What follows belongs to an exercise in optimizing a design on an open flow for small area and a short achievable clock period; a production flow would make more cautious choices.
In this exercise RTL edits were held to simulation tests only and were not proved equivalent to the original.
Power and IR drop assume default switching activity.

===== flow/run.sh =====
#!/bin/bash
# Own flow: the standard layout (standard.sh: unchanged synthesis and steps) with
#  - the port buffers that global placement inserts made as the smallest plain buffer
#    (repair upsizes them where timing needs it), and
#  - timing repair limited to resizing and pin swaps (no buffer insertion or cloning).
set -euo pipefail
export BUFFER_PORTS_ARGS="-buffer_cell sky130_fd_sc_hd__buf_1"
export SETUP_MOVE_SEQUENCE="unbuffer,sizeup,swap"
bash standard.sh > standard_make.log 2>&1

===== standard.sh =====
#!/bin/bash
# synth_recipe.tcl (not shown) runs the flow's synth.tcl, then flattens the netlist and writes it again
# the make line also repeats each setting of config.mk as NAME=value (left out here)
make -C /OpenROAD-flow-scripts/flow DESIGN_CONFIG=/design/flow/config.mk WORK_HOME=/design/flow/orfs CLKGATE_MAP_FILE= SYNTH_SCRIPT=/design/flow/synth_recipe.tcl "${@:-finish}"

===== config.mk =====
export PLATFORM = sky130hd
export DESIGN_NAME = FIR_Top
export DESIGN_NICKNAME = FIR_Top
export VERILOG_FILES = /design/flow/design.v
export SDC_FILE = /design/flow/constraint.sdc
export NUM_CORES = 4
export LEC_CHECK = 0
export CAP_MARGIN = 20
export CORE_MARGIN = 2
export CORE_UTILIZATION = 60
export SETUP_SLACK_MARGIN = 4.2
export SLEW_MARGIN = 20
export SYNTH_HIERARCHICAL = 1
export SYNTH_MINIMUM_KEEP_SIZE = 0
export TNS_END_PERCENT = 0

===== constraint.sdc =====
create_clock -name core_clock -period 9.5 [get_ports {clk}]
set_input_delay 1.9000 -clock core_clock [delete_from_list [all_inputs] [get_ports {clk}]]
set_output_delay 1.9000 -clock core_clock [all_outputs]
set_load 0.01 [all_outputs]

===== design.v =====
`timescale 1ns/1ps
module half_adder(input a,b,output sum,carry);
  assign sum = a ^ b;
  assign carry = a & b;
endmodule
`timescale 1ns/1ps
module full_adder( output sum,carry, input a,b,c);
  wire w1, w2, w3;
  half_adder HA1(.a(a), .b(b), .sum(w1), .carry(w2));
  half_adder HA2(.a(w1), .b(c), .sum(sum), .carry(w3));
  or or1(carry, w2, w3);
endmodule
`timescale 1ns/1ps
module RCA_16bit(output cout, output [15:0] sum, input [15:0] a, b);
    wire [14:0] c;
    full_adder F0(.a(a[0]), .b(b[0]), .c(1'b0), .sum(sum[0]), .carry(c[0]));
    full_adder F1(.a(a[1]), .b(b[1]), .c(c[0]), .sum(sum[1]), .carry(c[1]));
    full_adder F2(.a(a[2]), .b(b[2]), .c(c[1]), .sum(sum[2]), .carry(c[2]));
    full_adder F3(.a(a[3]), .b(b[3]), .c(c[2]), .sum(sum[3]), .carry(c[3]));
    full_adder F4(.a(a[4]), .b(b[4]), .c(c[3]), .sum(sum[4]), .carry(c[4]));
    full_adder F5(.a(a[5]), .b(b[5]), .c(c[4]), .sum(sum[5]), .carry(c[5]));
    full_adder F6(.a(a[6]), .b(b[6]), .c(c[5]), .sum(sum[6]), .carry(c[6]));
    full_adder F7(.a(a[7]), .b(b[7]), .c(c[6]), .sum(sum[7]), .carry(c[7]));
    full_adder F8(.a(a[8]), .b(b[8]), .c(c[7]), .sum(sum[8]), .carry(c[8]));
    full_adder F9(.a(a[9]), .b(b[9]), .c(c[8]), .sum(sum[9]), .carry(c[9]));
    full_adder F10(.a(a[10]), .b(b[10]), .c(c[9]), .sum(sum[10]), .carry(c[10]));
    full_adder F11(.a(a[11]), .b(b[11]), .c(c[10]), .sum(sum[11]), .carry(c[11]));
    full_adder F12(.a(a[12]), .b(b[12]), .c(c[11]), .sum(sum[12]), .carry(c[12]));
    full_adder F13(.a(a[13]), .b(b[13]), .c(c[12]), .sum(sum[13]), .carry(c[13]));
    full_adder F14(.a(a[14]), .b(b[14]), .c(c[13]), .sum(sum[14]), .carry(c[14]));
    full_adder F15(.a(a[15]), .b(b[15]), .c(c[14]), .sum(sum[15]), .carry(cout));
endmodule
`timescale 1ns/1ps
module d_ff(input clk,input [15:0]d,output reg [15:0]q);
  always@(posedge clk)
      q<=d;       
endmodule         
`timescale 1ns / 1ps
module Braun_Multiplier(
    input [7:0] a, b,
    output [15:0] p
);
    wire [15:0] sum_0, sum_1, sum_2, sum_3, sum_4, sum_5, sum_6, sum_7;
    wire [7:0] partial_product[7:0];
    genvar i, j;
    generate
        for (i = 0; i < 8; i = i + 1) begin
            for (j = 0; j < 8; j = j + 1) begin
                assign partial_product[i][j] = a[i] & b[j];   
            end
        end
    endgenerate
    assign sum_0 = {8'b0, partial_product[0]};
    assign sum_1 = {partial_product[1], 1'b0} + sum_0;
    assign sum_2 = {partial_product[2], 2'b0} + sum_1;
    assign sum_3 = {partial_product[3], 3'b0} + sum_2;
    assign sum_4 = {partial_product[4], 4'b0} + sum_3;
    assign sum_5 = {partial_product[5], 5'b0} + sum_4;
    assign sum_6 = {partial_product[6], 6'b0} + sum_5;
    assign sum_7 = {partial_product[7], 7'b0} + sum_6;
    assign p = sum_7;
endmodule
module FIR_Top(input clk, input [7:0] Xin, H0, H1, H2, output reg [15:0] Yout);
  reg [15:0] Q1;
  reg [15:0] Q2;
  wire a1 = ~(Xin[0] & H2[0]);
  wire a2 = ~(Xin[0] & H2[1]);
  wire a3 = ~(Xin[0] & H2[2]);
  wire a4 = ~(Xin[0] & H2[3]);
  wire a5 = ~(Xin[0] & H2[4]);
  wire a6 = ~(Xin[0] & H2[5]);
  wire a7 = ~(Xin[0] & H2[6]);
  wire a8 = ~(Xin[0] & H2[7]);
  wire a9 = ~(Xin[1] & H2[0]);
  wire a10 = ~(Xin[1] & H2[1]);
  wire a11 = ~(Xin[1] & H2[2]);
  wire a12 = ~(Xin[1] & H2[3]);
  wire a13 = ~(Xin[1] & H2[4]);
  wire a14 = ~(Xin[1] & H2[5]);
  wire a15 = ~(Xin[1] & H2[6]);
  wire a16 = ~(Xin[1] & H2[7]);
  wire a17 = ~(Xin[2] & H2[0]);
  wire a18 = ~(Xin[2] & H2[1]);
  wire a19 = ~(Xin[2] & H2[2]);
  wire a20 = ~(Xin[2] & H2[3]);
  wire a21 = ~(Xin[2] & H2[4]);
  wire a22 = ~(Xin[2] & H2[5]);
  wire a23 = ~(Xin[2] & H2[6]);
  wire a24 = ~(Xin[2] & H2[7]);
  wire a25 = ~(Xin[3] & H2[0]);
  wire a26 = ~(Xin[3] & H2[1]);
  wire a27 = ~(Xin[3] & H2[2]);
  wire a28 = ~(Xin[3] & H2[3]);
  wire a29 = ~(Xin[3] & H2[4]);
  wire a30 = ~(Xin[3] & H2[5]);
  wire a31 = ~(Xin[3] & H2[6]);
  wire a32 = ~(Xin[3] & H2[7]);
  wire a33 = ~(Xin[4] & H2[0]);
  wire a34 = ~(Xin[4] & H2[1]);
  wire a35 = ~(Xin[4] & H2[2]);
  wire a36 = ~(Xin[4] & H2[3]);
  wire a37 = ~(Xin[4] & H2[4]);
  wire a38 = ~(Xin[4] & H2[5]);
  wire a39 = ~(Xin[4] & H2[6]);
  wire a40 = ~(Xin[4] & H2[7]);
  wire a41 = ~(Xin[5] & H2[0]);
  wire a42 = ~(Xin[5] & H2[1]);
  wire a43 = ~(Xin[5] & H2[2]);
  wire a44 = ~(Xin[5] & H2[3]);
  wire a45 = ~(Xin[5] & H2[4]);
  wire a46 = ~(Xin[5] & H2[5]);
  wire a47 = ~(Xin[5] & H2[6]);
  wire a48 = ~(Xin[5] & H2[7]);
  wire a49 = ~(Xin[6] & H2[0]);
  wire a50 = ~(Xin[6] & H2[1]);
  wire a51 = ~(Xin[6] & H2[2]);
  wire a52 = ~(Xin[6] & H2[3]);
  wire a53 = ~(Xin[6] & H2[4]);
  wire a54 = ~(Xin[6] & H2[5]);
  wire a55 = ~(Xin[6] & H2[6]);
  wire a56 = ~(Xin[6] & H2[7]);
  wire a57 = ~(Xin[7] & H2[0]);
  wire a58 = ~(Xin[7] & H2[1]);
  wire a59 = ~(Xin[7] & H2[2]);
  wire a60 = ~(Xin[7] & H2[3]);
  wire a61 = ~(Xin[7] & H2[4]);
  wire a62 = ~(Xin[7] & H2[5]);
  wire a63 = ~(Xin[7] & H2[6]);
  wire a64 = ~(Xin[7] & H2[7]);
  wire s65;
  fir_xnor2 u65 (.a(a7), .b(a14), .y(s65));
  wire c66;
  fir_or2 u66 (.a(a7), .b(a14), .y(c66));
  wire s67, c67;
  fir_fa u67 (.a(a8), .b(a15), .c(a22), .s(s67), .co(c67));
  wire s68;
  fir_xnor2 u68 (.a(a29), .b(a36), .y(s68));
  wire c69;
  fir_or2 u69 (.a(a29), .b(a36), .y(c69));
  wire s70, c70;
  fir_fa u70 (.a(a16), .b(a23), .c(a30), .s(s70), .co(c70));
  wire s71;
  fir_xnor2 u71 (.a(a37), .b(a44), .y(s71));
  wire c72;
  fir_or2 u72 (.a(a37), .b(a44), .y(c72));
  wire s73, c73;
  fir_fa u73 (.a(a24), .b(a31), .c(a38), .s(s73), .co(c73));
  wire s74;
  fir_xnor2 u74 (.a(a5), .b(a12), .y(s74));
  wire c75;
  fir_or2 u75 (.a(a5), .b(a12), .y(c75));
  wire s76, c76;
  fir_fa u76 (.a(a6), .b(a13), .c(a20), .s(s76), .co(c76));
  wire s77;
  fir_xnor2 u77 (.a(a27), .b(a34), .y(s77));
  wire c78;
  fir_or2 u78 (.a(a27), .b(a34), .y(c78));
  wire s79, c79;
  fir_fa u79 (.a(a21), .b(a28), .c(a35), .s(s79), .co(c79));
  wire s80, c80;
  fir_fa u80 (.a(a42), .b(a49), .c(s65), .s(s80), .co(c80));
  wire s81, c81;
  fir_fa u81 (.a(a43), .b(a50), .c(a57), .s(s81), .co(c81));
  wire s82, c82;
  fir_fa u82 (.a(c66), .b(s68), .c(s67), .s(s82), .co(c82));
  wire s83, c83;
  fir_fa u83 (.a(a51), .b(a58), .c(c69), .s(s83), .co(c83));
  wire s84, c84;
  fir_fa u84 (.a(s71), .b(c67), .c(s70), .s(s84), .co(c84));
  wire s85, c85;
  fir_fa u85 (.a(a45), .b(a52), .c(a59), .s(s85), .co(c85));
  wire s86, c86;
  fir_fa u86 (.a(c72), .b(c70), .c(s73), .s(s86), .co(c86));
  wire s87, c87;
  fir_fa u87 (.a(a32), .b(a39), .c(a46), .s(s87), .co(c87));
  wire s88, c88;
  fir_fa u88 (.a(a53), .b(a60), .c(c73), .s(s88), .co(c88));
  wire s89, c89;
  fir_fa u89 (.a(a40), .b(a47), .c(a54), .s(s89), .co(c89));
  wire s90;
  fir_xnor2 u90 (.a(a4), .b(a11), .y(s90));
  wire c91;
  fir_or2 u91 (.a(a4), .b(a11), .y(c91));
  wire s92, c92;
  fir_fa u92 (.a(a19), .b(a26), .c(a33), .s(s92), .co(c92));
  wire s93, c93;
  fir_fa u93 (.a(a41), .b(c75), .c(s77), .s(s93), .co(c93));
  wire s94, c94;
  fir_fa u94 (.a(c78), .b(c76), .c(s79), .s(s94), .co(c94));
  wire s95, c95;
  fir_fa u95 (.a(c79), .b(s81), .c(c80), .s(s95), .co(c95));
  wire s96, c96;
  fir_fa u96 (.a(c81), .b(s83), .c(c82), .s(s96), .co(c96));
  wire s97, c97;
  fir_fa u97 (.a(s85), .b(c83), .c(c84), .s(s97), .co(c97));
  wire s98, c98;
  fir_fa u98 (.a(c85), .b(s87), .c(c86), .s(s98), .co(c98));
  wire s99, c99;
  fir_fa u99 (.a(a61), .b(c87), .c(s89), .s(s99), .co(c99));
  wire s100, c100;
  fir_fa u100 (.a(a48), .b(a55), .c(a62), .s(s100), .co(c100));
  wire s101;
  fir_xnor2 u101 (.a(a3), .b(a10), .y(s101));
  wire c102;
  fir_or2 u102 (.a(a3), .b(a10), .y(c102));
  wire s103, c103;
  fir_fa u103 (.a(a18), .b(a25), .c(s90), .s(s103), .co(c103));
  wire s104, c104;
  fir_fa u104 (.a(c91), .b(s74), .c(s92), .s(s104), .co(c104));
  wire s105, c105;
  fir_fa u105 (.a(c92), .b(s76), .c(s93), .s(s105), .co(c105));
  wire s106, c106;
  fir_fa u106 (.a(c93), .b(s80), .c(s94), .s(s106), .co(c106));
  wire s107, c107;
  fir_fa u107 (.a(c94), .b(s82), .c(s95), .s(s107), .co(c107));
  wire s108, c108;
  fir_fa u108 (.a(s84), .b(c95), .c(s96), .s(s108), .co(c108));
  wire s109, c109;
  fir_fa u109 (.a(s86), .b(c96), .c(s97), .s(s109), .co(c109));
  wire s110, c110;
  fir_fa u110 (.a(s88), .b(c97), .c(s98), .s(s110), .co(c110));
  wire s111, c111;
  fir_fa u111 (.a(c88), .b(s99), .c(c98), .s(s111), .co(c111));
  wire s112, c112;
  fir_fa u112 (.a(c89), .b(s100), .c(c99), .s(s112), .co(c112));
  wire s113, c113;
  fir_fa u113 (.a(a56), .b(a63), .c(c100), .s(s113), .co(c113));
  wire s114;
  fir_xnor2 u114 (.a(a2), .b(a9), .y(s114));
  wire c115;
  fir_or2 u115 (.a(a2), .b(a9), .y(c115));
  wire s116, c116;
  fir_fa u116 (.a(s101), .b(a17), .c(c115), .s(s116), .co(c116));
  wire s117, c117;
  fir_fa u117 (.a(c102), .b(s103), .c(c116), .s(s117), .co(c117));
  wire s118, c118;
  fir_fa u118 (.a(c103), .b(s104), .c(c117), .s(s118), .co(c118));
  wire s119, c119;
  fir_fa u119 (.a(c104), .b(s105), .c(c118), .s(s119), .co(c119));
  wire p120;
  fir_xor2 u120 (.a(c105), .b(s106), .y(p120));
  wire g121;
  fir_nor2 u121 (.a(c105), .b(s106), .y(g121));
  wire p122;
  fir_xor2 u122 (.a(c106), .b(s107), .y(p122));
  wire g123;
  fir_nor2 u123 (.a(c106), .b(s107), .y(g123));
  wire p124;
  fir_xor2 u124 (.a(c107), .b(s108), .y(p124));
  wire g125;
  fir_nor2 u125 (.a(c107), .b(s108), .y(g125));
  wire p126;
  fir_xor2 u126 (.a(c108), .b(s109), .y(p126));
  wire g127;
  fir_nor2 u127 (.a(c108), .b(s109), .y(g127));
  wire p128;
  fir_xor2 u128 (.a(c109), .b(s110), .y(p128));
  wire g129;
  fir_nor2 u129 (.a(c109), .b(s110), .y(g129));
  wire p130;
  fir_xor2 u130 (.a(c110), .b(s111), .y(p130));
  wire g131;
  fir_nor2 u131 (.a(c110), .b(s111), .y(g131));
  wire p132;
  fir_xor2 u132 (.a(c111), .b(s112), .y(p132));
  wire g133;
  fir_nor2 u133 (.a(c111), .b(s112), .y(g133));
  wire p134;
  fir_xor2 u134 (.a(c112), .b(s113), .y(p134));
  wire g135;
  fir_nor2 u135 (.a(c112), .b(s113), .y(g135));
  wire p136;
  fir_xor2 u136 (.a(c113), .b(a64), .y(p136));
  wire g137;
  fir_nor2 u137 (.a(c113), .b(a64), .y(g137));
  wire G138 = g121 | (p120 & ~c119);
  wire P139 = p120 & 1'b0;
  wire G140 = g125 | (p124 & g123);
  wire P141 = p124 & p122;
  wire G142 = g129 | (p128 & g127);
  wire P143 = p128 & p126;
  wire G144 = g133 | (p132 & g131);
  wire P145 = p132 & p130;
  wire G146 = g137 | (p136 & g135);
  wire P147 = p136 & p134;
  wire G148 = g123 | (p122 & G138);
  wire P149 = p122 & P139;
  wire G150 = G140 | (P141 & G138);
  wire P151 = P141 & P139;
  wire G152 = g131 | (p130 & G142);
  wire P153 = p130 & P143;
  wire G154 = G144 | (P145 & G142);
  wire P155 = P145 & P143;
  wire G156 = 1'b0 | (1'b0 & G146);
  wire P157 = 1'b0 & P147;
  wire G158 = g127 | (p126 & G150);
  wire P159 = p126 & P151;
  wire G160 = G142 | (P143 & G150);
  wire P161 = P143 & P151;
  wire G162 = G152 | (P153 & G150);
  wire P163 = P153 & P151;
  wire G164 = G154 | (P155 & G150);
  wire P165 = P155 & P151;
  wire G166 = g135 | (p134 & G164);
  wire P167 = p134 & P165;
  wire G168 = G146 | (P147 & G164);
  wire P169 = P147 & P165;
  wire G170 = G156 | (P157 & G164);
  wire P171 = P157 & P165;
  wire y172 = ~(1'b0);
  wire y173;
  fir_xnor2 u173 (.a(p120), .b(~c119), .y(y173));
  wire y174;
  fir_xnor2 u174 (.a(p122), .b(G138), .y(y174));
  wire y175;
  fir_xnor2 u175 (.a(p124), .b(G148), .y(y175));
  wire y176;
  fir_xnor2 u176 (.a(p126), .b(G150), .y(y176));
  wire y177;
  fir_xnor2 u177 (.a(p128), .b(G158), .y(y177));
  wire y178;
  fir_xnor2 u178 (.a(p130), .b(G160), .y(y178));
  wire y179;
  fir_xnor2 u179 (.a(p132), .b(G162), .y(y179));
  wire y180;
  fir_xnor2 u180 (.a(p134), .b(G164), .y(y180));
  wire y181;
  fir_xnor2 u181 (.a(p136), .b(G166), .y(y181));
  wire y182;
  fir_xnor2 u182 (.a(1'b0), .b(G168), .y(y182));
  wire a183 = ~(Xin[0] & H1[0]);
  wire a184 = ~(Xin[0] & H1[1]);
  wire a185 = ~(Xin[0] & H1[2]);
  wire a186 = ~(Xin[0] & H1[3]);
  wire a187 = ~(Xin[0] & H1[4]);
  wire a188 = ~(Xin[0] & H1[5]);
  wire a189 = ~(Xin[0] & H1[6]);
  wire a190 = ~(Xin[0] & H1[7]);
  wire a191 = ~(Xin[1] & H1[0]);
  wire a192 = ~(Xin[1] & H1[1]);
  wire a193 = ~(Xin[1] & H1[2]);
  wire a194 = ~(Xin[1] & H1[3]);
  wire a195 = ~(Xin[1] & H1[4]);
  wire a196 = ~(Xin[1] & H1[5]);
  wire a197 = ~(Xin[1] & H1[6]);
  wire a198 = ~(Xin[1] & H1[7]);
  wire a199 = ~(Xin[2] & H1[0]);
  wire a200 = ~(Xin[2] & H1[1]);
  wire a201 = ~(Xin[2] & H1[2]);
  wire a202 = ~(Xin[2] & H1[3]);
  wire a203 = ~(Xin[2] & H1[4]);
  wire a204 = ~(Xin[2] & H1[5]);
  wire a205 = ~(Xin[2] & H1[6]);
  wire a206 = ~(Xin[2] & H1[7]);
  wire a207 = ~(Xin[3] & H1[0]);
  wire a208 = ~(Xin[3] & H1[1]);
  wire a209 = ~(Xin[3] & H1[2]);
  wire a210 = ~(Xin[3] & H1[3]);
  wire a211 = ~(Xin[3] & H1[4]);
  wire a212 = ~(Xin[3] & H1[5]);
  wire a213 = ~(Xin[3] & H1[6]);
  wire a214 = ~(Xin[3] & H1[7]);
  wire a215 = ~(Xin[4] & H1[0]);
  wire a216 = ~(Xin[4] & H1[1]);
  wire a217 = ~(Xin[4] & H1[2]);
  wire a218 = ~(Xin[4] & H1[3]);
  wire a219 = ~(Xin[4] & H1[4]);
  wire a220 = ~(Xin[4] & H1[5]);
  wire a221 = ~(Xin[4] & H1[6]);
  wire a222 = ~(Xin[4] & H1[7]);
  wire a223 = ~(Xin[5] & H1[0]);
  wire a224 = ~(Xin[5] & H1[1]);
  wire a225 = ~(Xin[5] & H1[2]);
  wire a226 = ~(Xin[5] & H1[3]);
  wire a227 = ~(Xin[5] & H1[4]);
  wire a228 = ~(Xin[5] & H1[5]);
  wire a229 = ~(Xin[5] & H1[6]);
  wire a230 = ~(Xin[5] & H1[7]);
  wire a231 = ~(Xin[6] & H1[0]);
  wire a232 = ~(Xin[6] & H1[1]);
  wire a233 = ~(Xin[6] & H1[2]);
  wire a234 = ~(Xin[6] & H1[3]);
  wire a235 = ~(Xin[6] & H1[4]);
  wire a236 = ~(Xin[6] & H1[5]);
  wire a237 = ~(Xin[6] & H1[6]);
  wire a238 = ~(Xin[6] & H1[7]);
  wire a239 = ~(Xin[7] & H1[0]);
  wire a240 = ~(Xin[7] & H1[1]);
  wire a241 = ~(Xin[7] & H1[2]);
  wire a242 = ~(Xin[7] & H1[3]);
  wire a243 = ~(Xin[7] & H1[4]);
  wire a244 = ~(Xin[7] & H1[5]);
  wire a245 = ~(Xin[7] & H1[6]);
  wire a246 = ~(Xin[7] & H1[7]);
  wire s247;
  fir_xnor2 u247 (.a(Q1[5]), .b(a188), .y(s247));
  wire c248;
  fir_or2 u248 (.a(Q1[5]), .b(a188), .y(c248));
  wire s249, c249;
  fir_fa u249 (.a(Q1[6]), .b(a189), .c(a196), .s(s249), .co(c249));
  wire s250;
  fir_xnor2 u250 (.a(a203), .b(a210), .y(s250));
  wire c251;
  fir_or2 u251 (.a(a203), .b(a210), .y(c251));
  wire s252, c252;
  fir_fa u252 (.a(Q1[7]), .b(a190), .c(a197), .s(s252), .co(c252));
  wire s253, c253;
  fir_fa u253 (.a(a204), .b(a211), .c(a218), .s(s253), .co(c253));
  wire s254;
  fir_xnor2 u254 (.a(a225), .b(a232), .y(s254));
  wire c255;
  fir_or2 u255 (.a(a225), .b(a232), .y(c255));
  wire s256, c256;
  fir_fa u256 (.a(Q1[8]), .b(a198), .c(a205), .s(s256), .co(c256));
  wire s257, c257;
  fir_fa u257 (.a(a212), .b(a219), .c(a226), .s(s257), .co(c257));
  wire s258;
  fir_xnor2 u258 (.a(a233), .b(a240), .y(s258));
  wire c259;
  fir_or2 u259 (.a(a233), .b(a240), .y(c259));
  wire s260, c260;
  fir_fa u260 (.a(Q1[9]), .b(a206), .c(a213), .s(s260), .co(c260));
  wire s261, c261;
  fir_fa u261 (.a(a220), .b(a227), .c(a234), .s(s261), .co(c261));
  wire s262, c262;
  fir_fa u262 (.a(Q1[10]), .b(a214), .c(a221), .s(s262), .co(c262));
  wire s263;
  fir_xnor2 u263 (.a(Q1[3]), .b(a186), .y(s263));
  wire c264;
  fir_or2 u264 (.a(Q1[3]), .b(a186), .y(c264));
  wire s265, c265;
  fir_fa u265 (.a(Q1[4]), .b(a187), .c(a194), .s(s265), .co(c265));
  wire s266;
  fir_xnor2 u266 (.a(a201), .b(a208), .y(s266));
  wire c267;
  fir_or2 u267 (.a(a201), .b(a208), .y(c267));
  wire s268, c268;
  fir_fa u268 (.a(a195), .b(a202), .c(a209), .s(s268), .co(c268));
  wire s269, c269;
  fir_fa u269 (.a(a216), .b(a223), .c(s247), .s(s269), .co(c269));
  wire s270, c270;
  fir_fa u270 (.a(a217), .b(a224), .c(a231), .s(s270), .co(c270));
  wire s271, c271;
  fir_fa u271 (.a(c248), .b(s250), .c(s249), .s(s271), .co(c271));
  wire s272, c272;
  fir_fa u272 (.a(a239), .b(c251), .c(s254), .s(s272), .co(c272));
  wire s273, c273;
  fir_fa u273 (.a(c249), .b(s252), .c(s253), .s(s273), .co(c273));
  wire s274, c274;
  fir_fa u274 (.a(c255), .b(s258), .c(c252), .s(s274), .co(c274));
  wire s275, c275;
  fir_fa u275 (.a(c253), .b(s256), .c(s257), .s(s275), .co(c275));
  wire s276, c276;
  fir_fa u276 (.a(a241), .b(c259), .c(c256), .s(s276), .co(c276));
  wire s277, c277;
  fir_fa u277 (.a(c257), .b(s260), .c(s261), .s(s277), .co(c277));
  wire s278, c278;
  fir_fa u278 (.a(a228), .b(a235), .c(a242), .s(s278), .co(c278));
  wire s279, c279;
  fir_fa u279 (.a(c260), .b(c261), .c(s262), .s(s279), .co(c279));
  wire s280, c280;
  fir_fa u280 (.a(Q1[11]), .b(a222), .c(a229), .s(s280), .co(c280));
  wire s281, c281;
  fir_fa u281 (.a(a236), .b(a243), .c(c262), .s(s281), .co(c281));
  wire s282, c282;
  fir_fa u282 (.a(Q1[12]), .b(a230), .c(a237), .s(s282), .co(c282));
  wire s283;
  fir_xnor2 u283 (.a(Q1[2]), .b(a185), .y(s283));
  wire c284;
  fir_or2 u284 (.a(Q1[2]), .b(a185), .y(c284));
  wire s285, c285;
  fir_fa u285 (.a(a193), .b(a200), .c(a207), .s(s285), .co(c285));
  wire s286, c286;
  fir_fa u286 (.a(a215), .b(c264), .c(s266), .s(s286), .co(c286));
  wire s287, c287;
  fir_fa u287 (.a(c267), .b(c265), .c(s268), .s(s287), .co(c287));
  wire s288, c288;
  fir_fa u288 (.a(c268), .b(s270), .c(c269), .s(s288), .co(c288));
  wire s289, c289;
  fir_fa u289 (.a(c270), .b(s272), .c(c271), .s(s289), .co(c289));
  wire s290, c290;
  fir_fa u290 (.a(c272), .b(c273), .c(s274), .s(s290), .co(c290));
  wire s291, c291;
  fir_fa u291 (.a(c274), .b(c275), .c(s276), .s(s291), .co(c291));
  wire s292, c292;
  fir_fa u292 (.a(s278), .b(c276), .c(c277), .s(s292), .co(c292));
  wire s293, c293;
  fir_fa u293 (.a(c278), .b(s280), .c(c279), .s(s293), .co(c293));
  wire s294, c294;
  fir_fa u294 (.a(a244), .b(c280), .c(s282), .s(s294), .co(c294));
  wire s295, c295;
  fir_fa u295 (.a(Q1[13]), .b(a238), .c(a245), .s(s295), .co(c295));
  wire s296;
  fir_xnor2 u296 (.a(Q1[1]), .b(a184), .y(s296));
  wire c297;
  fir_or2 u297 (.a(Q1[1]), .b(a184), .y(c297));
  wire s298, c298;
  fir_fa u298 (.a(a192), .b(a199), .c(s283), .s(s298), .co(c298));
  wire s299, c299;
  fir_fa u299 (.a(c284), .b(s263), .c(s285), .s(s299), .co(c299));
  wire s300, c300;
  fir_fa u300 (.a(c285), .b(s265), .c(s286), .s(s300), .co(c300));
  wire s301, c301;
  fir_fa u301 (.a(c286), .b(s269), .c(s287), .s(s301), .co(c301));
  wire s302, c302;
  fir_fa u302 (.a(c287), .b(s271), .c(s288), .s(s302), .co(c302));
  wire s303, c303;
  fir_fa u303 (.a(s273), .b(c288), .c(s289), .s(s303), .co(c303));
  wire s304, c304;
  fir_fa u304 (.a(s275), .b(c289), .c(s290), .s(s304), .co(c304));
  wire s305, c305;
  fir_fa u305 (.a(s277), .b(c290), .c(s291), .s(s305), .co(c305));
  wire s306, c306;
  fir_fa u306 (.a(s279), .b(c291), .c(s292), .s(s306), .co(c306));
  wire s307, c307;
  fir_fa u307 (.a(s281), .b(c292), .c(s293), .s(s307), .co(c307));
  wire s308, c308;
  fir_fa u308 (.a(c281), .b(s294), .c(c293), .s(s308), .co(c308));
  wire s309, c309;
  fir_fa u309 (.a(c282), .b(s295), .c(c294), .s(s309), .co(c309));
  wire s310, c310;
  fir_fa u310 (.a(Q1[14]), .b(a246), .c(c295), .s(s310), .co(c310));
  wire s311;
  fir_xnor2 u311 (.a(Q1[0]), .b(a183), .y(s311));
  wire c312;
  fir_or2 u312 (.a(Q1[0]), .b(a183), .y(c312));
  wire s313, c313;
  fir_fa u313 (.a(s296), .b(a191), .c(c312), .s(s313), .co(c313));
  wire s314, c314;
  fir_fa u314 (.a(c297), .b(s298), .c(c313), .s(s314), .co(c314));
  wire s315, c315;
  fir_fa u315 (.a(c298), .b(s299), .c(c314), .s(s315), .co(c315));
  wire s316, c316;
  fir_fa u316 (.a(c299), .b(s300), .c(c315), .s(s316), .co(c316));
  wire s317, c317;
  fir_fa u317 (.a(c300), .b(s301), .c(c316), .s(s317), .co(c317));
  wire p318;
  fir_xor2 u318 (.a(c301), .b(s302), .y(p318));
  wire g319;
  fir_nor2 u319 (.a(c301), .b(s302), .y(g319));
  wire p320;
  fir_xor2 u320 (.a(c302), .b(s303), .y(p320));
  wire g321;
  fir_nor2 u321 (.a(c302), .b(s303), .y(g321));
  wire p322;
  fir_xor2 u322 (.a(c303), .b(s304), .y(p322));
  wire g323;
  fir_nor2 u323 (.a(c303), .b(s304), .y(g323));
  wire p324;
  fir_xor2 u324 (.a(c304), .b(s305), .y(p324));
  wire g325;
  fir_nor2 u325 (.a(c304), .b(s305), .y(g325));
  wire p326;
  fir_xor2 u326 (.a(c305), .b(s306), .y(p326));
  wire g327;
  fir_nor2 u327 (.a(c305), .b(s306), .y(g327));
  wire p328;
  fir_xor2 u328 (.a(c306), .b(s307), .y(p328));
  wire g329;
  fir_nor2 u329 (.a(c306), .b(s307), .y(g329));
  wire p330;
  fir_xor2 u330 (.a(c307), .b(s308), .y(p330));
  wire g331;
  fir_nor2 u331 (.a(c307), .b(s308), .y(g331));
  wire p332;
  fir_xor2 u332 (.a(c308), .b(s309), .y(p332));
  wire g333;
  fir_nor2 u333 (.a(c308), .b(s309), .y(g333));
  wire p334;
  fir_xor2 u334 (.a(c309), .b(s310), .y(p334));
  wire g335;
  fir_nor2 u335 (.a(c309), .b(s310), .y(g335));
  wire p336;
  fir_xor2 u336 (.a(c310), .b(Q1[15]), .y(p336));
  wire g337;
  fir_nor2 u337 (.a(c310), .b(Q1[15]), .y(g337));
  wire G338 = g319 | (p318 & ~c317);
  wire P339 = p318 & 1'b0;
  wire G340 = g323 | (p322 & g321);
  wire P341 = p322 & p320;
  wire G342 = g327 | (p326 & g325);
  wire P343 = p326 & p324;
  wire G344 = g331 | (p330 & g329);
  wire P345 = p330 & p328;
  wire G346 = g335 | (p334 & g333);
  wire P347 = p334 & p332;
  wire G348 = g321 | (p320 & G338);
  wire P349 = p320 & P339;
  wire G350 = G340 | (P341 & G338);
  wire P351 = P341 & P339;
  wire G352 = g329 | (p328 & G342);
  wire P353 = p328 & P343;
  wire G354 = G344 | (P345 & G342);
  wire P355 = P345 & P343;
  wire G356 = g337 | (p336 & G346);
  wire P357 = p336 & P347;
  wire G358 = g325 | (p324 & G350);
  wire P359 = p324 & P351;
  wire G360 = G342 | (P343 & G350);
  wire P361 = P343 & P351;
  wire G362 = G352 | (P353 & G350);
  wire P363 = P353 & P351;
  wire G364 = G354 | (P355 & G350);
  wire P365 = P355 & P351;
  wire G366 = g333 | (p332 & G364);
  wire P367 = p332 & P365;
  wire G368 = G346 | (P347 & G364);
  wire P369 = P347 & P365;
  wire G370 = G356 | (P357 & G364);
  wire P371 = P357 & P365;
  wire y372 = ~(1'b0);
  wire y373;
  fir_xnor2 u373 (.a(p318), .b(~c317), .y(y373));
  wire y374;
  fir_xnor2 u374 (.a(p320), .b(G338), .y(y374));
  wire y375;
  fir_xnor2 u375 (.a(p322), .b(G348), .y(y375));
  wire y376;
  fir_xnor2 u376 (.a(p324), .b(G350), .y(y376));
  wire y377;
  fir_xnor2 u377 (.a(p326), .b(G358), .y(y377));
  wire y378;
  fir_xnor2 u378 (.a(p328), .b(G360), .y(y378));
  wire y379;
  fir_xnor2 u379 (.a(p330), .b(G362), .y(y379));
  wire y380;
  fir_xnor2 u380 (.a(p332), .b(G364), .y(y380));
  wire y381;
  fir_xnor2 u381 (.a(p334), .b(G366), .y(y381));
  wire y382;
  fir_xnor2 u382 (.a(p336), .b(G368), .y(y382));
  wire a383 = ~(Xin[0] & H0[0]);
  wire a384 = ~(Xin[0] & H0[1]);
  wire a385 = ~(Xin[0] & H0[2]);
  wire a386 = ~(Xin[0] & H0[3]);
  wire a387 = ~(Xin[0] & H0[4]);
  wire a388 = ~(Xin[0] & H0[5]);
  wire a389 = ~(Xin[0] & H0[6]);
  wire a390 = ~(Xin[0] & H0[7]);
  wire a391 = ~(Xin[1] & H0[0]);
  wire a392 = ~(Xin[1] & H0[1]);
  wire a393 = ~(Xin[1] & H0[2]);
  wire a394 = ~(Xin[1] & H0[3]);
  wire a395 = ~(Xin[1] & H0[4]);
  wire a396 = ~(Xin[1] & H0[5]);
  wire a397 = ~(Xin[1] & H0[6]);
  wire a398 = ~(Xin[1] & H0[7]);
  wire a399 = ~(Xin[2] & H0[0]);
  wire a400 = ~(Xin[2] & H0[1]);
  wire a401 = ~(Xin[2] & H0[2]);
  wire a402 = ~(Xin[2] & H0[3]);
  wire a403 = ~(Xin[2] & H0[4]);
  wire a404 = ~(Xin[2] & H0[5]);
  wire a405 = ~(Xin[2] & H0[6]);
  wire a406 = ~(Xin[2] & H0[7]);
  wire a407 = ~(Xin[3] & H0[0]);
  wire a408 = ~(Xin[3] & H0[1]);
  wire a409 = ~(Xin[3] & H0[2]);
  wire a410 = ~(Xin[3] & H0[3]);
  wire a411 = ~(Xin[3] & H0[4]);
  wire a412 = ~(Xin[3] & H0[5]);
  wire a413 = ~(Xin[3] & H0[6]);
  wire a414 = ~(Xin[3] & H0[7]);
  wire a415 = ~(Xin[4] & H0[0]);
  wire a416 = ~(Xin[4] & H0[1]);
  wire a417 = ~(Xin[4] & H0[2]);
  wire a418 = ~(Xin[4] & H0[3]);
  wire a419 = ~(Xin[4] & H0[4]);
  wire a420 = ~(Xin[4] & H0[5]);
  wire a421 = ~(Xin[4] & H0[6]);
  wire a422 = ~(Xin[4] & H0[7]);
  wire a423 = ~(Xin[5] & H0[0]);
  wire a424 = ~(Xin[5] & H0[1]);
  wire a425 = ~(Xin[5] & H0[2]);
  wire a426 = ~(Xin[5] & H0[3]);
  wire a427 = ~(Xin[5] & H0[4]);
  wire a428 = ~(Xin[5] & H0[5]);
  wire a429 = ~(Xin[5] & H0[6]);
  wire a430 = ~(Xin[5] & H0[7]);
  wire a431 = ~(Xin[6] & H0[0]);
  wire a432 = ~(Xin[6] & H0[1]);
  wire a433 = ~(Xin[6] & H0[2]);
  wire a434 = ~(Xin[6] & H0[3]);
  wire a435 = ~(Xin[6] & H0[4]);
  wire a436 = ~(Xin[6] & H0[5]);
  wire a437 = ~(Xin[6] & H0[6]);
  wire a438 = ~(Xin[6] & H0[7]);
  wire a439 = ~(Xin[7] & H0[0]);
  wire a440 = ~(Xin[7] & H0[1]);
  wire a441 = ~(Xin[7] & H0[2]);
  wire a442 = ~(Xin[7] & H0[3]);
  wire a443 = ~(Xin[7] & H0[4]);
  wire a444 = ~(Xin[7] & H0[5]);
  wire a445 = ~(Xin[7] & H0[6]);
  wire a446 = ~(Xin[7] & H0[7]);
  wire s447;
  fir_xnor2 u447 (.a(Q2[5]), .b(a388), .y(s447));
  wire c448;
  fir_or2 u448 (.a(Q2[5]), .b(a388), .y(c448));
  wire s449, c449;
  fir_fa u449 (.a(Q2[6]), .b(a389), .c(a396), .s(s449), .co(c449));
  wire s450;
  fir_xnor2 u450 (.a(a403), .b(a410), .y(s450));
  wire c451;
  fir_or2 u451 (.a(a403), .b(a410), .y(c451));
  wire s452, c452;
  fir_fa u452 (.a(Q2[7]), .b(a390), .c(a397), .s(s452), .co(c452));
  wire s453, c453;
  fir_fa u453 (.a(a404), .b(a411), .c(a418), .s(s453), .co(c453));
  wire s454;
  fir_xnor2 u454 (.a(a425), .b(a432), .y(s454));
  wire c455;
  fir_or2 u455 (.a(a425), .b(a432), .y(c455));
  wire s456, c456;
  fir_fa u456 (.a(Q2[8]), .b(a398), .c(a405), .s(s456), .co(c456));
  wire s457, c457;
  fir_fa u457 (.a(a412), .b(a419), .c(a426), .s(s457), .co(c457));
  wire s458;
  fir_xnor2 u458 (.a(a433), .b(a440), .y(s458));
  wire c459;
  fir_or2 u459 (.a(a433), .b(a440), .y(c459));
  wire s460, c460;
  fir_fa u460 (.a(Q2[9]), .b(a406), .c(a413), .s(s460), .co(c460));
  wire s461, c461;
  fir_fa u461 (.a(a420), .b(a427), .c(a434), .s(s461), .co(c461));
  wire s462, c462;
  fir_fa u462 (.a(Q2[10]), .b(a414), .c(a421), .s(s462), .co(c462));
  wire s463;
  fir_xnor2 u463 (.a(Q2[3]), .b(a386), .y(s463));
  wire c464;
  fir_or2 u464 (.a(Q2[3]), .b(a386), .y(c464));
  wire s465, c465;
  fir_fa u465 (.a(Q2[4]), .b(a387), .c(a394), .s(s465), .co(c465));
  wire s466;
  fir_xnor2 u466 (.a(a401), .b(a408), .y(s466));
  wire c467;
  fir_or2 u467 (.a(a401), .b(a408), .y(c467));
  wire s468, c468;
  fir_fa u468 (.a(a395), .b(a402), .c(a409), .s(s468), .co(c468));
  wire s469, c469;
  fir_fa u469 (.a(a416), .b(a423), .c(s447), .s(s469), .co(c469));
  wire s470, c470;
  fir_fa u470 (.a(a417), .b(a424), .c(a431), .s(s470), .co(c470));
  wire s471, c471;
  fir_fa u471 (.a(c448), .b(s450), .c(s449), .s(s471), .co(c471));
  wire s472, c472;
  fir_fa u472 (.a(a439), .b(c451), .c(s454), .s(s472), .co(c472));
  wire s473, c473;
  fir_fa u473 (.a(c449), .b(s452), .c(s453), .s(s473), .co(c473));
  wire s474, c474;
  fir_fa u474 (.a(c455), .b(s458), .c(c452), .s(s474), .co(c474));
  wire s475, c475;
  fir_fa u475 (.a(c453), .b(s456), .c(s457), .s(s475), .co(c475));
  wire s476, c476;
  fir_fa u476 (.a(a441), .b(c459), .c(c456), .s(s476), .co(c476));
  wire s477, c477;
  fir_fa u477 (.a(c457), .b(s460), .c(s461), .s(s477), .co(c477));
  wire s478, c478;
  fir_fa u478 (.a(a428), .b(a435), .c(a442), .s(s478), .co(c478));
  wire s479, c479;
  fir_fa u479 (.a(c460), .b(c461), .c(s462), .s(s479), .co(c479));
  wire s480, c480;
  fir_fa u480 (.a(Q2[11]), .b(a422), .c(a429), .s(s480), .co(c480));
  wire s481, c481;
  fir_fa u481 (.a(a436), .b(a443), .c(c462), .s(s481), .co(c481));
  wire s482, c482;
  fir_fa u482 (.a(Q2[12]), .b(a430), .c(a437), .s(s482), .co(c482));
  wire s483;
  fir_xnor2 u483 (.a(Q2[2]), .b(a385), .y(s483));
  wire c484;
  fir_or2 u484 (.a(Q2[2]), .b(a385), .y(c484));
  wire s485, c485;
  fir_fa u485 (.a(a393), .b(a400), .c(a407), .s(s485), .co(c485));
  wire s486, c486;
  fir_fa u486 (.a(a415), .b(c464), .c(s466), .s(s486), .co(c486));
  wire s487, c487;
  fir_fa u487 (.a(c467), .b(c465), .c(s468), .s(s487), .co(c487));
  wire s488, c488;
  fir_fa u488 (.a(c468), .b(s470), .c(c469), .s(s488), .co(c488));
  wire s489, c489;
  fir_fa u489 (.a(c470), .b(s472), .c(c471), .s(s489), .co(c489));
  wire s490, c490;
  fir_fa u490 (.a(c472), .b(c473), .c(s474), .s(s490), .co(c490));
  wire s491, c491;
  fir_fa u491 (.a(c474), .b(c475), .c(s476), .s(s491), .co(c491));
  wire s492, c492;
  fir_fa u492 (.a(s478), .b(c476), .c(c477), .s(s492), .co(c492));
  wire s493, c493;
  fir_fa u493 (.a(c478), .b(s480), .c(c479), .s(s493), .co(c493));
  wire s494, c494;
  fir_fa u494 (.a(a444), .b(c480), .c(s482), .s(s494), .co(c494));
  wire s495, c495;
  fir_fa u495 (.a(Q2[13]), .b(a438), .c(a445), .s(s495), .co(c495));
  wire s496;
  fir_xnor2 u496 (.a(Q2[1]), .b(a384), .y(s496));
  wire c497;
  fir_or2 u497 (.a(Q2[1]), .b(a384), .y(c497));
  wire s498, c498;
  fir_fa u498 (.a(a392), .b(a399), .c(s483), .s(s498), .co(c498));
  wire s499, c499;
  fir_fa u499 (.a(c484), .b(s463), .c(s485), .s(s499), .co(c499));
  wire s500, c500;
  fir_fa u500 (.a(c485), .b(s465), .c(s486), .s(s500), .co(c500));
  wire s501, c501;
  fir_fa u501 (.a(c486), .b(s469), .c(s487), .s(s501), .co(c501));
  wire s502, c502;
  fir_fa u502 (.a(c487), .b(s471), .c(s488), .s(s502), .co(c502));
  wire s503, c503;
  fir_fa u503 (.a(s473), .b(c488), .c(s489), .s(s503), .co(c503));
  wire s504, c504;
  fir_fa u504 (.a(s475), .b(c489), .c(s490), .s(s504), .co(c504));
  wire s505, c505;
  fir_fa u505 (.a(s477), .b(c490), .c(s491), .s(s505), .co(c505));
  wire s506, c506;
  fir_fa u506 (.a(s479), .b(c491), .c(s492), .s(s506), .co(c506));
  wire s507, c507;
  fir_fa u507 (.a(s481), .b(c492), .c(s493), .s(s507), .co(c507));
  wire s508, c508;
  fir_fa u508 (.a(c481), .b(s494), .c(c493), .s(s508), .co(c508));
  wire s509, c509;
  fir_fa u509 (.a(c482), .b(s495), .c(c494), .s(s509), .co(c509));
  wire s510, c510;
  fir_fa u510 (.a(Q2[14]), .b(a446), .c(c495), .s(s510), .co(c510));
  wire s511;
  fir_xnor2 u511 (.a(Q2[0]), .b(a383), .y(s511));
  wire c512;
  fir_or2 u512 (.a(Q2[0]), .b(a383), .y(c512));
  wire y513 = ~s511;
  wire s514, c514;
  fir_fa u514 (.a(s496), .b(a391), .c(c512), .s(s514), .co(c514));
  wire y515 = ~s514;
  wire s516, c516;
  fir_fa u516 (.a(c497), .b(s498), .c(c514), .s(s516), .co(c516));
  wire y517 = ~s516;
  wire s518, c518;
  fir_fa u518 (.a(c498), .b(s499), .c(c516), .s(s518), .co(c518));
  wire y519 = ~s518;
  wire s520, c520;
  fir_fa u520 (.a(c499), .b(s500), .c(c518), .s(s520), .co(c520));
  wire y521 = ~s520;
  wire s522, c522;
  fir_fa u522 (.a(c500), .b(s501), .c(c520), .s(s522), .co(c522));
  wire y523 = ~s522;
  wire p524;
  fir_xor2 u524 (.a(c501), .b(s502), .y(p524));
  wire g525;
  fir_nor2 u525 (.a(c501), .b(s502), .y(g525));
  wire p526;
  fir_xor2 u526 (.a(c502), .b(s503), .y(p526));
  wire g527;
  fir_nor2 u527 (.a(c502), .b(s503), .y(g527));
  wire p528;
  fir_xor2 u528 (.a(c503), .b(s504), .y(p528));
  wire g529;
  fir_nor2 u529 (.a(c503), .b(s504), .y(g529));
  wire p530;
  fir_xor2 u530 (.a(c504), .b(s505), .y(p530));
  wire g531;
  fir_nor2 u531 (.a(c504), .b(s505), .y(g531));
  wire p532;
  fir_xor2 u532 (.a(c505), .b(s506), .y(p532));
  wire g533;
  fir_nor2 u533 (.a(c505), .b(s506), .y(g533));
  wire p534;
  fir_xor2 u534 (.a(c506), .b(s507), .y(p534));
  wire g535;
  fir_nor2 u535 (.a(c506), .b(s507), .y(g535));
  wire p536;
  fir_xor2 u536 (.a(c507), .b(s508), .y(p536));
  wire g537;
  fir_nor2 u537 (.a(c507), .b(s508), .y(g537));
  wire p538;
  fir_xor2 u538 (.a(c508), .b(s509), .y(p538));
  wire g539;
  fir_nor2 u539 (.a(c508), .b(s509), .y(g539));
  wire p540;
  fir_xor2 u540 (.a(c509), .b(s510), .y(p540));
  wire g541;
  fir_nor2 u541 (.a(c509), .b(s510), .y(g541));
  wire p542;
  fir_xor2 u542 (.a(c510), .b(Q2[15]), .y(p542));
  wire g543;
  fir_nor2 u543 (.a(c510), .b(Q2[15]), .y(g543));
  wire G544 = g525 | (p524 & ~c522);
  wire P545 = p524 & 1'b0;
  wire G546 = g529 | (p528 & g527);
  wire P547 = p528 & p526;
  wire G548 = g533 | (p532 & g531);
  wire P549 = p532 & p530;
  wire G550 = g537 | (p536 & g535);
  wire P551 = p536 & p534;
  wire G552 = g541 | (p540 & g539);
  wire P553 = p540 & p538;
  wire G554 = g527 | (p526 & G544);
  wire P555 = p526 & P545;
  wire G556 = G546 | (P547 & G544);
  wire P557 = P547 & P545;
  wire G558 = g535 | (p534 & G548);
  wire P559 = p534 & P549;
  wire G560 = G550 | (P551 & G548);
  wire P561 = P551 & P549;
  wire G562 = g543 | (p542 & G552);
  wire P563 = p542 & P553;
  wire G564 = g531 | (p530 & G556);
  wire P565 = p530 & P557;
  wire G566 = G548 | (P549 & G556);
  wire P567 = P549 & P557;
  wire G568 = G558 | (P559 & G556);
  wire P569 = P559 & P557;
  wire G570 = G560 | (P561 & G556);
  wire P571 = P561 & P557;
  wire G572 = g539 | (p538 & G570);
  wire P573 = p538 & P571;
  wire G574 = G552 | (P553 & G570);
  wire P575 = P553 & P571;
  wire G576 = G562 | (P563 & G570);
  wire P577 = P563 & P571;
  wire y578 = (1'b0);
  wire y579;
  fir_xor2 u579 (.a(p524), .b(~c522), .y(y579));
  wire y580;
  fir_xor2 u580 (.a(p526), .b(G544), .y(y580));
  wire y581;
  fir_xor2 u581 (.a(p528), .b(G554), .y(y581));
  wire y582;
  fir_xor2 u582 (.a(p530), .b(G556), .y(y582));
  wire y583;
  fir_xor2 u583 (.a(p532), .b(G564), .y(y583));
  wire y584;
  fir_xor2 u584 (.a(p534), .b(G566), .y(y584));
  wire y585;
  fir_xor2 u585 (.a(p536), .b(G568), .y(y585));
  wire y586;
  fir_xor2 u586 (.a(p538), .b(G570), .y(y586));
  wire y587;
  fir_xor2 u587 (.a(p540), .b(G572), .y(y587));
  wire y588;
  fir_xor2 u588 (.a(p542), .b(G574), .y(y588));
  always @(posedge clk) begin
    Q1 <= {y182, y181, y180, y179, y178, y177, y176, y175, y174, y173, s119, s118, s117, s116, s114, a1};
    Q2 <= {y382, y381, y380, y379, y378, y377, y376, y375, y374, y373, s317, s316, s315, s314, s313, s311};
    Yout <= {y588, y587, y586, y585, y584, y583, y582, y581, y580, y579, y523, y521, y519, y517, y515, y513};
  end
endmodule
module fir_fa(input a, b, c, output s, co);
  assign s = a ^ b ^ c;
  assign co = (a & b) | (a & c) | (b & c);
endmodule
module fir_nor2(input a, b, output y);
  assign y = ~(a | b);
endmodule
module fir_or2(input a, b, output y);
  assign y = a | b;
endmodule
module fir_xnor2(input a, b, output y);
  assign y = ~(a ^ b);
endmodule
module fir_xor2(input a, b, output y);
  assign y = a ^ b;
endmodule

==> flow_metrics.env, run 1 <==
export IMPL_m1WireLength_mm=5.167
export IMPL_power_leakage_nw=2.483
export IMPL_p_per_area_nw_per_um2=376.6
export IMPL_grt_pass1_wl_mm=21.92
export IMPL_reg2reg_slack_ps=6000
export IMPL_syn_area_per_cell_sq_um=9.543
export IMPL_yosys_cell_types_count=24
export IMPL_cp_arrival_ps=5380
export IMPL_antennaDiodeCount=0
export IMPL_hold_viol_final=0
export IMPL_drive_above_1_share_pct=6.442
export IMPL_ys_warn_count=7
export IMPL_clk_pin_slew_worst_paths_ps=90
export IMPL_cts_tree="built"
export IMPL_dr_wl_met3_microns=643
export IMPL_max_clock_freq_mhz=194.3
export IMPL_finalWorstSetupSlack_ps=4353
export IMPL_finalSetupViolations=0
export IMPL_slew_violations=0
export IMPL_critPathRequiredTime_ps=9730
export IMPL_cap_violations=0
export IMPL_drc=0
export IMPL_synth_fp_nets=838
export IMPL_wire_per_inst_microns=14.81
export IMPL_vias=4396
export IMPL_rsz0062_at_grt="yes"
export IMPL_final_common_cell="nand2_1"
export IMPL_root_buffer="clkbuf_8"
export IMPL_antenna_found_initial=0
export IMPL_top_layer_used="met4"
export IMPL_postSynthCellCount=660
export IMPL_h_tree_depth=2
export IMPL_layout_common_cells="nand2_1, fa_1, dfxtp_1"
export IMPL_drt_wl_total_mm=12.13
export IMPL_period_needed_ps=5147
export IMPL_cts_max_path_buffers=2
export IMPL_ios=49
export IMPL_fp_coreArea_sq_um=10280
export IMPL_status="finished clean"
export IMPL_grt_usage_pct=24.40
export IMPL_io_buffers=48
export IMPL_grt_max_degree=25
export IMPL_ys_seq_area_share_pct=15.26
export IMPL_place_ws_ps=3881
export IMPL_n_fill_cell=909
export IMPL_period_share_pct=54.18
export IMPL_cts_sinks=48
export IMPL_cp_end_kind="register"
export IMPL_crit_type="in2reg"
export IMPL_wl_met2_mm=6.242
export IMPL_nNetsFinal=860
export IMPL_grt_pass1_vias=4672
export IMPL_crit_fanout=24
export IMPL_cts_hold_buf=0
export IMPL_die_area_sq_um=11330
export IMPL_peakVddDrop_v=0.0003947
export IMPL_drt_pass1_iter_count=4
export IMPL_hpwl_mm=9.610
export IMPL_die_w_microns=106.5
export IMPL_row_count=37
export IMPL_die_height_microns=106.5
export IMPL_drtIter0Drc=253
export IMPL_start_kind="input pin"
export IMPL_clkLatencyLatePin_ps=300
export IMPL_vias_per_cell=5.368
export IMPL_syn_area_sq_um=6299
export IMPL_place_congestion=0.8135
export IMPL_overflow=0
export IMPL_clock_skew_ps=8.757
export IMPL_start_util_pct=61.29
export IMPL_numCtsBuffers=5
export IMPL_post_cts_buffers=0
export IMPL_synth_seq_cells=48
export IMPL_ant_nets=0
export IMPL_area_growth_pct=7.131
export IMPL_min_path_type="reg2reg"
export IMPL_tns_ps=0
## cell usage after synthesis
master / n / share of area (%)
a21o_1: 6 / 0.72
buf_2: 15 / 1.2
xnor2_1: 46 / 6.4
or2_2: 3 / 0.30
o211a_1: 3 / 0.48
xor2_1: 39 / 5.4
o21ai_1: 3 / 0.24
a21boi_1: 3 / 0.36
conb_1: 1 / 0.060
o21ai_0: 3 / 0.24
nor2_1: 39 / 2.3
nand2_1: 198 / 12
inv_1: 9 / 0.54
nor2b_1: 3 / 0.30
a21oi_1: 18 / 1.4
nand2b_1: 6 / 0.60
buf_1: 16 / 0.95
dfxtp_1: 48 / 15
or3_1: 3 / 0.30
o21ai_2: 6 / 0.83
fa_1: 145 / 46
nor3_1: 6 / 0.48
clkbuf_1: 9 / 0.54
or2_1: 32 / 3.2
## area by class of cell
class / count / area (sq um) / area share (%)
multi-input cells: 563 / 5189 / 76.90
flip-flops and latches: 48 / 960.9 / 14.24
repair buffers: 55 / 286.5 / 4.246
well taps: 136 / 170.2 / 2.522
clock buffers: 6 / 72.57 / 1.075
clock inverters: 2 / 35.03 / 0.5192
inverters: 9 / 33.78 / 0.5006
## per-module statistics from Yosys (local to each module, per instance)
module | flip-flops and latches | copies in the design | area (sq um)
FIR_Top | 48 | 1 | 2387
fir_fa | 0 | 145 | 20.02
fir_nor2 | 0 | 27 | 3.754
fir_or2 | 0 | 26 | 6.256
fir_xnor2 | 0 | 46 | 8.758
fir_xor2 | 0 | 39 | 8.758
## cells by family (layout without fill, tap and decap cells)
group                    Yosys count  count (layout)  share of synthesized area [%]
adder cells (fa/ha/maj)          145             145                          46.09
other                              1               1                        0.05954
XOR/XNOR                          85              85                          11.82
AND/OR/NAND/NOR                  290             290                          19.27
AO/OA/AOI/OAI                     42              42                          4.291
buffers and inverters             49              72                          3.218
flip-flops                        48              48                          15.26
## critical path, cell delays in order
cell and delay, ps:
buf_1 130, buf_12 190, nand2_2 90, xnor2_2 160, fa_1 460, fa_1 440, fa_1 400, fa_1 410
fa_2 370, nor2b_2 130, o211a_1 250, o21ai_2 100, a21oi_1 180, xor2_1 170
## registers in the layout (all words and copies together) (netlist names)
name and count:
Q1 16, Yout 16, Q2 16
## power breakdown
part	leakage (nW)	switching (mW)	internal (mW)	total (mW)
Sequential	0.405	0.0471	0.342	0.389
Combinational	2.02	1.08	0.922	2.00
Clock	0.0552	0.0702	0.0783	0.149
Total	2.48	1.20	1.34	2.54
## per-stage QoR
| stage | total power, mW | util (%) | hold WS (ps) | instance area, sq um | instances |
|---|---|---|---|---|---|
| finish | 2.541 | 65.66 | 438.2 | 6748 | 819 |
| global route | 2.854 | 65.66 | 473.7 | 6748 | 819 |
| CTS | 2.498 | 64.66 | 441.3 | 6645 | 819 |
| detailed placement | 2.332 | 63.57 | 427.8 | 6534 | 811 |
| global placement | 2.282 | 63.56 | 431.0 | 6533 | 811 |
| floorplan | 2.000 | - | 418.4 | 6299 | 660 |
## repair_timing
action | in CTS | in global routing
setup endpoints to repair | 3 | 15
hold endpoints to repair | 0 | 0
resized for setup | 1 | 30
pin swaps | 0 | 3
## routing by layer
metal	global-route usage [%]	vias up
met2	42.22	118
met3	2.882	6
met1	34.20	2234
li1	-	2038
met4	3.618	0
met5	0	-
## path summary, 6_finish.rpt
| path | from | depth (start not counted) | to |
|---|---|---|---|
| setup / recovery | Xin[0] | 14 | Yout[12]$_DFF_P_ |
| hold / removal | Q1[0]$_DFF_P_ | 1 | Q2[0]$_DFF_P_ |
| setup reg to reg | Q2[2]$_DFF_P_ | 11 | Yout[12]$_DFF_P_ |
| hold reg to reg | Q1[0]$_DFF_P_ | 1 | Q2[0]$_DFF_P_ |
==> inputs of run 2 (changes only) <==
--- a/config.mk
+++ b/config.mk
@@ -10,2 +10,3 @@
 export CORE_UTILIZATION = 60
+export PLACE_DENSITY = 0.8
 export SETUP_SLACK_MARGIN = 4.2
==> flow_metrics.env, run 2 <==
export IMPL_status="finished clean"
export IMPL_p_per_area_nw_per_um2=374.3
export IMPL_p_int_mw=1.300
export IMPL_m1WireLength_mm=4.931
export IMPL_fp_coreArea_sq_um=10280
export IMPL_cts_sinks=48
export IMPL_dr_wl_met3_microns=704
export IMPL_antenna_found_initial=0
export IMPL_die_w_microns=106.5
export IMPL_synthTopCellsByArea="fa_1, dfxtp_1, nand2_1"
export IMPL_slew_violations=0
export IMPL_max_clock_freq_mhz=194.0
export IMPL_crit_fanout=24
export IMPL_antennaDiodeCount=0
export IMPL_finalSetupViolations=0
export IMPL_cts_tree="built"
export IMPL_overflow=0
export IMPL_slowest_delay_ps=570
export IMPL_drc=0
export IMPL_top_regs="Q1: 16 flops, Q2: 16 flops, Yout: 16 flops"
export IMPL_comb_power_share_pct=79.1
export IMPL_synth_fa_ha_area_share_pct=46.09
export IMPL_period_needed_ps=5155
export IMPL_drive_above_1_share_pct=5.000
export IMPL_hpwl_mm=10.02
export IMPL_post_cts_buffers=0
export IMPL_ys_seq_area_share_pct=15.26
export IMPL_synth_area_mux_share_pct=0
export IMPL_hold_viol_final=0
export IMPL_power_leakage_nw=2.447
export IMPL_grt_usage_pct=24.88
export IMPL_tns_ps=0
export IMPL_yosys_cell_types_count=24
export IMPL_grt_pass1_vias=4937
export IMPL_place_congestion=0.8161
export IMPL_reg2regPathDepth=11
export IMPL_yosys_area_top_type="fa_1"
export IMPL_swShare_pct=47.78
export IMPL_synth_fp_nets=838
export IMPL_clock_skew_ps=9.929
export IMPL_cp_slowest_cell="fa_1"
export IMPL_die_area_sq_um=11330
export IMPL_ant_nets=0
export IMPL_root_buffer="clkbuf_8"
export IMPL_seqPwrFrac_pct=15.6
export IMPL_min_path_type="reg2reg"
export IMPL_holdPathStages=1
export IMPL_postSynthCellCount=660
export IMPL_wl_met2_mm=6.628
export IMPL_io_buffers=48
export IMPL_ys_async_sr_fraction_pct=0
export IMPL_top_layer_used="met4"
export IMPL_final_common_cell="nand2_1"
export IMPL_power_mw=2.489
export IMPL_grt_max_degree=25
export IMPL_numCtsBuffers=5
export IMPL_vias=4461
export IMPL_yosys_area_share_xor_xnor_pct=11.82
export IMPL_critical_path_buf_inv_count=2
export IMPL_period_share_pct=54.26
export IMPL_yosys_top_cells_count="nand2_1, fa_1, dfxtp_1"
export IMPL_nNetsFinal=857
export IMPL_drt_pass1_iter_count=5
export IMPL_place_area_sq_um=6511
export IMPL_ios=49
export IMPL_fin_util_pct=64.71
export IMPL_grt_pass1_wl_mm=22.45
export IMPL_start_util_pct=61.29
export IMPL_p_switching_mw=1.189
export IMPL_peakVddDrop_v=0.0004070
export IMPL_critPathRequiredTime_ps=9740
export IMPL_yosysMostFrequentCell="nand2_1"
export IMPL_start_kind="input pin"
export IMPL_die_height_microns=106.5
export IMPL_synth_top_family_by_area="adder cells"
export IMPL_drtIter0Drc=274
export IMPL_crit_type="in2reg"
export IMPL_cts_resized=13
export IMPL_pwr_share_clk_pct=5.3
export IMPL_synth_compound_area_share_pct=4.291
export IMPL_area_growth_pct=5.582
export IMPL_cp_depth=13
export IMPL_drt_wl_total_mm=12.46
export IMPL_crit_top_cell="fa_1"
export IMPL_cp_arrival_ps=5390
export IMPL_clkLatencyLatePin_ps=300
export IMPL_vias_per_cell=5.467
export IMPL_yosysTopAreaCellShare_pct=46.09
export IMPL_critPathTopFamily="adder cells"
export IMPL_syn_area_per_cell_sq_um=9.543
export IMPL_wire_per_inst_microns=15.27
export IMPL_cts_max_path_buffers=2
export IMPL_ys_flop_type="dfxtp_1"
export IMPL_clk_pin_slew_worst_paths_ps=90
export IMPL_synth_seq_cells=48
export IMPL_h_tree_depth=2
export IMPL_yosys_area_share_simple_pct=19.27
export IMPL_cp_end_kind="register"
export IMPL_layout_common_cells="nand2_1, fa_1, dfxtp_1"
export IMPL_syn_area_sq_um=6299
export IMPL_ys_warn_count=7
export IMPL_synth_edf_count=0
export IMPL_cap_violations=0
export IMPL_rsz0062_at_grt="yes"
export IMPL_row_count=37
export IMPL_cts_hold_buf=0
export IMPL_postLayoutCellArea_sq_um=6650
export IMPL_path_cells="buf_1 > buf_8 > nand2_1 > fa_1 > fa_1 > fa_1 > fa_1 > fa_1 > nor2b_1 > o211a_1 > o21ai_2 > a21oi_1 > xor2_1"
[run 2: cell counts after synthesis]
Identical to the previous run, type by type.
[run 2: cells by family after synthesis]
family | after synthesis
flip-flops | 48
AO/OA/AOI/OAI | 42
other | 1
buffers and inverters | 49
adder cells (fa/ha/maj) | 145
AND/OR/NAND/NOR | 290
XOR/XNOR | 85
[run 2: worst paths after layout]
path / startpoint / to / slack [ps]
hold reg to reg: Q1[0]$_DFF_P_ / Q2[0]$_DFF_P_ / 460
setup / recovery: Xin[1] / Yout[11]$_DFF_P_ / 4340
hold / removal: Q1[0]$_DFF_P_ / Q2[0]$_DFF_P_ / 460
setup reg to reg: Q2[2]$_DFF_P_ / Yout[11]$_DFF_P_ / 6030
[run 2: power groups by stage]
| stage | clock network, mW | registers [mW] | logic [mW] |
|---|---|---|---|
| finish | 0.131 | 0.389 | 1.97 |
| global route | 0.145 | 0.405 | 2.23 |
| CTS | 0.137 | 0.392 | 1.97 |
| detailed placement | 0 | 0.395 | 1.95 |
| global placement | 0 | 0.394 | 1.86 |
| floorplan | 0 | 0.404 | 1.60 |
[run 2: per-stage QoR]
stage,setup slack [ps],hold WS [ps],std cells
2_1_floorplan,4353,418.4,660
3_3_place_gp,3476,429.8,808
3_5_place_dp,3291,451.4,808
4_1_cts,4187,465.6,816
5_1_grt,4178,478.5,816
6_report,4345,458.4,816
[run 2: layer usage]
metal / up-vias / GRT usage (%)
met5: - / 0
met2: 157 / 44.87
met1: 2257 / 31.57
met4: 0 / 6.308
met3: 19 / 3.679
li1: 2028 / -
[run 2: area by class of cell]
class,instances,area [sq um]
inverters,9,33.78
clock inverters,1,7.507
repair buffers,52,246.5
flip-flops and latches,48,960.9
multi-input cells,563,5145
clock buffers,7,86.33
well taps,136,170.2
fillers,838,3627
[run 2: per-module statistics from Yosys, one instance, submodules excluded]
module,cells,flip-flops and latches,area (sq um),copies in the design
FIR_Top,377,48,2387,1
fir_fa,1,0,20.02,145
fir_nor2,1,0,3.754,27
fir_or2,1,0,6.256,26
fir_xnor2,1,0,8.758,46
fir_xor2,1,0,8.758,39
==> inputs of run 3 (changes only) <==
==> flow/run.sh (replaced) <==
#!/bin/bash
# Own flow: the standard layout (standard.sh, unchanged synthesis and steps),
# with the port buffers that global placement inserts made as the smallest
# plain buffer instead of the default; repair then upsizes them where timing needs it.
set -euo pipefail
export BUFFER_PORTS_ARGS="-buffer_cell sky130_fd_sc_hd__buf_1"
bash standard.sh > standard_make.log 2>&1
--- a/config.mk
+++ b/config.mk
@@ -10,3 +10,3 @@
 export CORE_UTILIZATION = 60
-export PLACE_DENSITY = 0.8
+export PLACE_DENSITY = 0.9
 export SETUP_SLACK_MARGIN = 4.2
==> flow_metrics.env, run 3 <==
export IMPL_p_switching_mw=1.259
export IMPL_tns_ps=0
export IMPL_slew_violations=0
export IMPL_wire_per_inst_microns=15.99
export IMPL_min_path_type="reg2reg"
export IMPL_crit_fanout=15
export IMPL_vias_per_cell=5.597
export IMPL_peakVddDrop_v=0.0002839
export IMPL_multi_input_area_sq_um=5169
export IMPL_seqPwrFrac_pct=14.9
export IMPL_synth_edf_count=0
export IMPL_antenna_found_initial=0
export IMPL_crit_type="in2reg"
export IMPL_drt_pass1_iter_count=4
export IMPL_synth_fp_nets=838
export IMPL_power_leakage_nw=2.469
export IMPL_nNetsFinal=858
export IMPL_die_height_microns=106.5
export IMPL_cts_tree="built"
export IMPL_n_fill_cell=811
export IMPL_start_kind="input pin"
export IMPL_root_buffer="clkbuf_8"
export IMPL_period_share_pct=54.32
export IMPL_h_tree_depth=2
export IMPL_numCtsBuffers=5
export IMPL_swShare_pct=48.22
export IMPL_layout_common_cells="nand2_1, fa_1, dfxtp_1"
export IMPL_status="finished clean"
export IMPL_clkLatencyLatePin_ps=310
export IMPL_ys_flop_type="dfxtp_1"
export IMPL_die_w_microns=106.5
export IMPL_drtIter0Drc=278
export IMPL_comb_power_share_pct=79.1
export IMPL_cts_max_path_buffers=2
export IMPL_p_int_mw=1.351
export IMPL_period_needed_ps=5160
export IMPL_p_per_area_nw_per_um2=389.2
export IMPL_ios=49
export IMPL_syn_area_per_cell_sq_um=9.543
export IMPL_critical_path_buf_inv_count=2
export IMPL_top_layer_used="met4"
export IMPL_fp_coreArea_sq_um=10280
export IMPL_yosys_cell_types_count=24
export IMPL_pwr_share_clk_pct=6.0
export IMPL_yosys_area_top_type="fa_1"
export IMPL_critPathTopFamily="adder cells"
export IMPL_power_mw=2.610
export IMPL_ys_seq_area_share_pct=15.26
export IMPL_ant_nets=0
-- run 3: changes by cell type in the layout (fill, tap and decap cells not counted), sizes merged --
cell,before,now
clkbuf,17,12
buf,42,46
bufinv,0,1
clkinv,0,1
-- run 3: cell type report --
type                       instances  share of cell area (%)
timing repair buffer              53                   3.899
multi-input combinational        563                   77.07
inverter                           9                  0.5037
clock inverter                     3                  0.6343
clock buffer                       5                   1.026
sequential                        48                   14.33
tap                              136                   2.537
-- run 3: repair_timing --
item | CTS | global route
setup endpoints to repair | 25 | 18
gates cloned | 0 | 0
endpoints found under the hold margin | 0 | 0
setup buffers | 0 | 1
pin swaps | 0 | 2
gates resized for setup | 18 | 22
-- run 3: per-module statistics from Yosys (local to each module, per instance) --
module | flops+latches | cells inside | times used | cell area, sq um
FIR_Top | 48 | 377 | 1 | 2387
fir_fa | 0 | 1 | 145 | 20.02
fir_xnor2 | 0 | 1 | 46 | 8.758
fir_xor2 | 0 | 1 | 39 | 8.758
fir_or2 | 0 | 1 | 26 | 6.256
fir_nor2 | 0 | 1 | 27 | 3.754
-- run 3: kinds of logic (layout without fill, tap and decap cells) --
family / count (synthesis) / in the layout / synth area share [%]
adders and majority gates: 145 / 145 / 46.09
DFF: 48 / 48 / 15.26
buffers and inverters: 49 / 70 / 3.218
other: 1 / 1 / 0.05954
AOI/OAI and AO/OA: 42 / 42 / 4.291
and+or+nand+nor: 290 / 290 / 19.27
xor gates and xnor gates: 85 / 85 / 11.82
-- run 3: worst paths after layout --
| path | end | startpoint | cells after the start | slack (ps) |
|---|---|---|---|---|
| max | Q2[12]$_DFF_P_ | Xin[4] | 12 | 4340 |
| max reg2reg | Yout[11]$_DFF_P_ | Q2[2]$_DFF_P_ | 11 | 5940 |
| min reg2reg | Q2[0]$_DFF_P_ | Q1[0]$_DFF_P_ | 1 | 460 |
| min | Q2[0]$_DFF_P_ | Q1[0]$_DFF_P_ | 1 | 460 |
-- run 3: worst register-to-register path, delay by kind of cell (launching register included) --
kind / cells / cell delay [ps]
compound gates: 3 / 530
xor+xnor: 2 / 360
flops: 1 / 340
fa+ha+maj: 5 / 2070
simple gates: 1 / 180
-- run 3: per-layer routing --
metal | global-route usage [%] | up-vias
met5 | 0 | -
met4 | 10.02 | 0
met2 | 46.47 | 181
met3 | 3.863 | 34
li1 | - | 2028
met1 | 31.06 | 2330
-- run 3: power groups by stage --
stage	registers [mW]	logic [mW]	clock network (mW)
after global placement	0.393	1.84	0
final	0.390	2.06	0.156
after floorplan	0.404	1.60	0
after CTS	0.392	1.98	0.159
after detailed placement	0.396	1.96	0
after global routing	0.403	2.33	0.167
-- run 3: per-stage QoR --
step | std cells | util [%] | instance area, sq um | hold slack, ps
4_1_cts | 816 | 64.55 | 6634 | 456.7
5_1_grt | 817 | 65.25 | 6706 | 491.9
6_report | 817 | 65.25 | 6706 | 456.7
2_1_floorplan | 660 | - | 6299 | 418.4
3_3_place_gp | 807 | 63.27 | 6502 | 432.7
3_5_place_dp | 808 | 63.38 | 6514 | 440.2

Re-timed with assumed drivers on the ports (clkbuf_16 on the clock, buf_2 on other inputs), run 3 has 4.326 ns of setup slack against 4.340 ns with ideal ports, and 3.986 ns once port delays also move by the mid clock arrival of 0.340 ns.
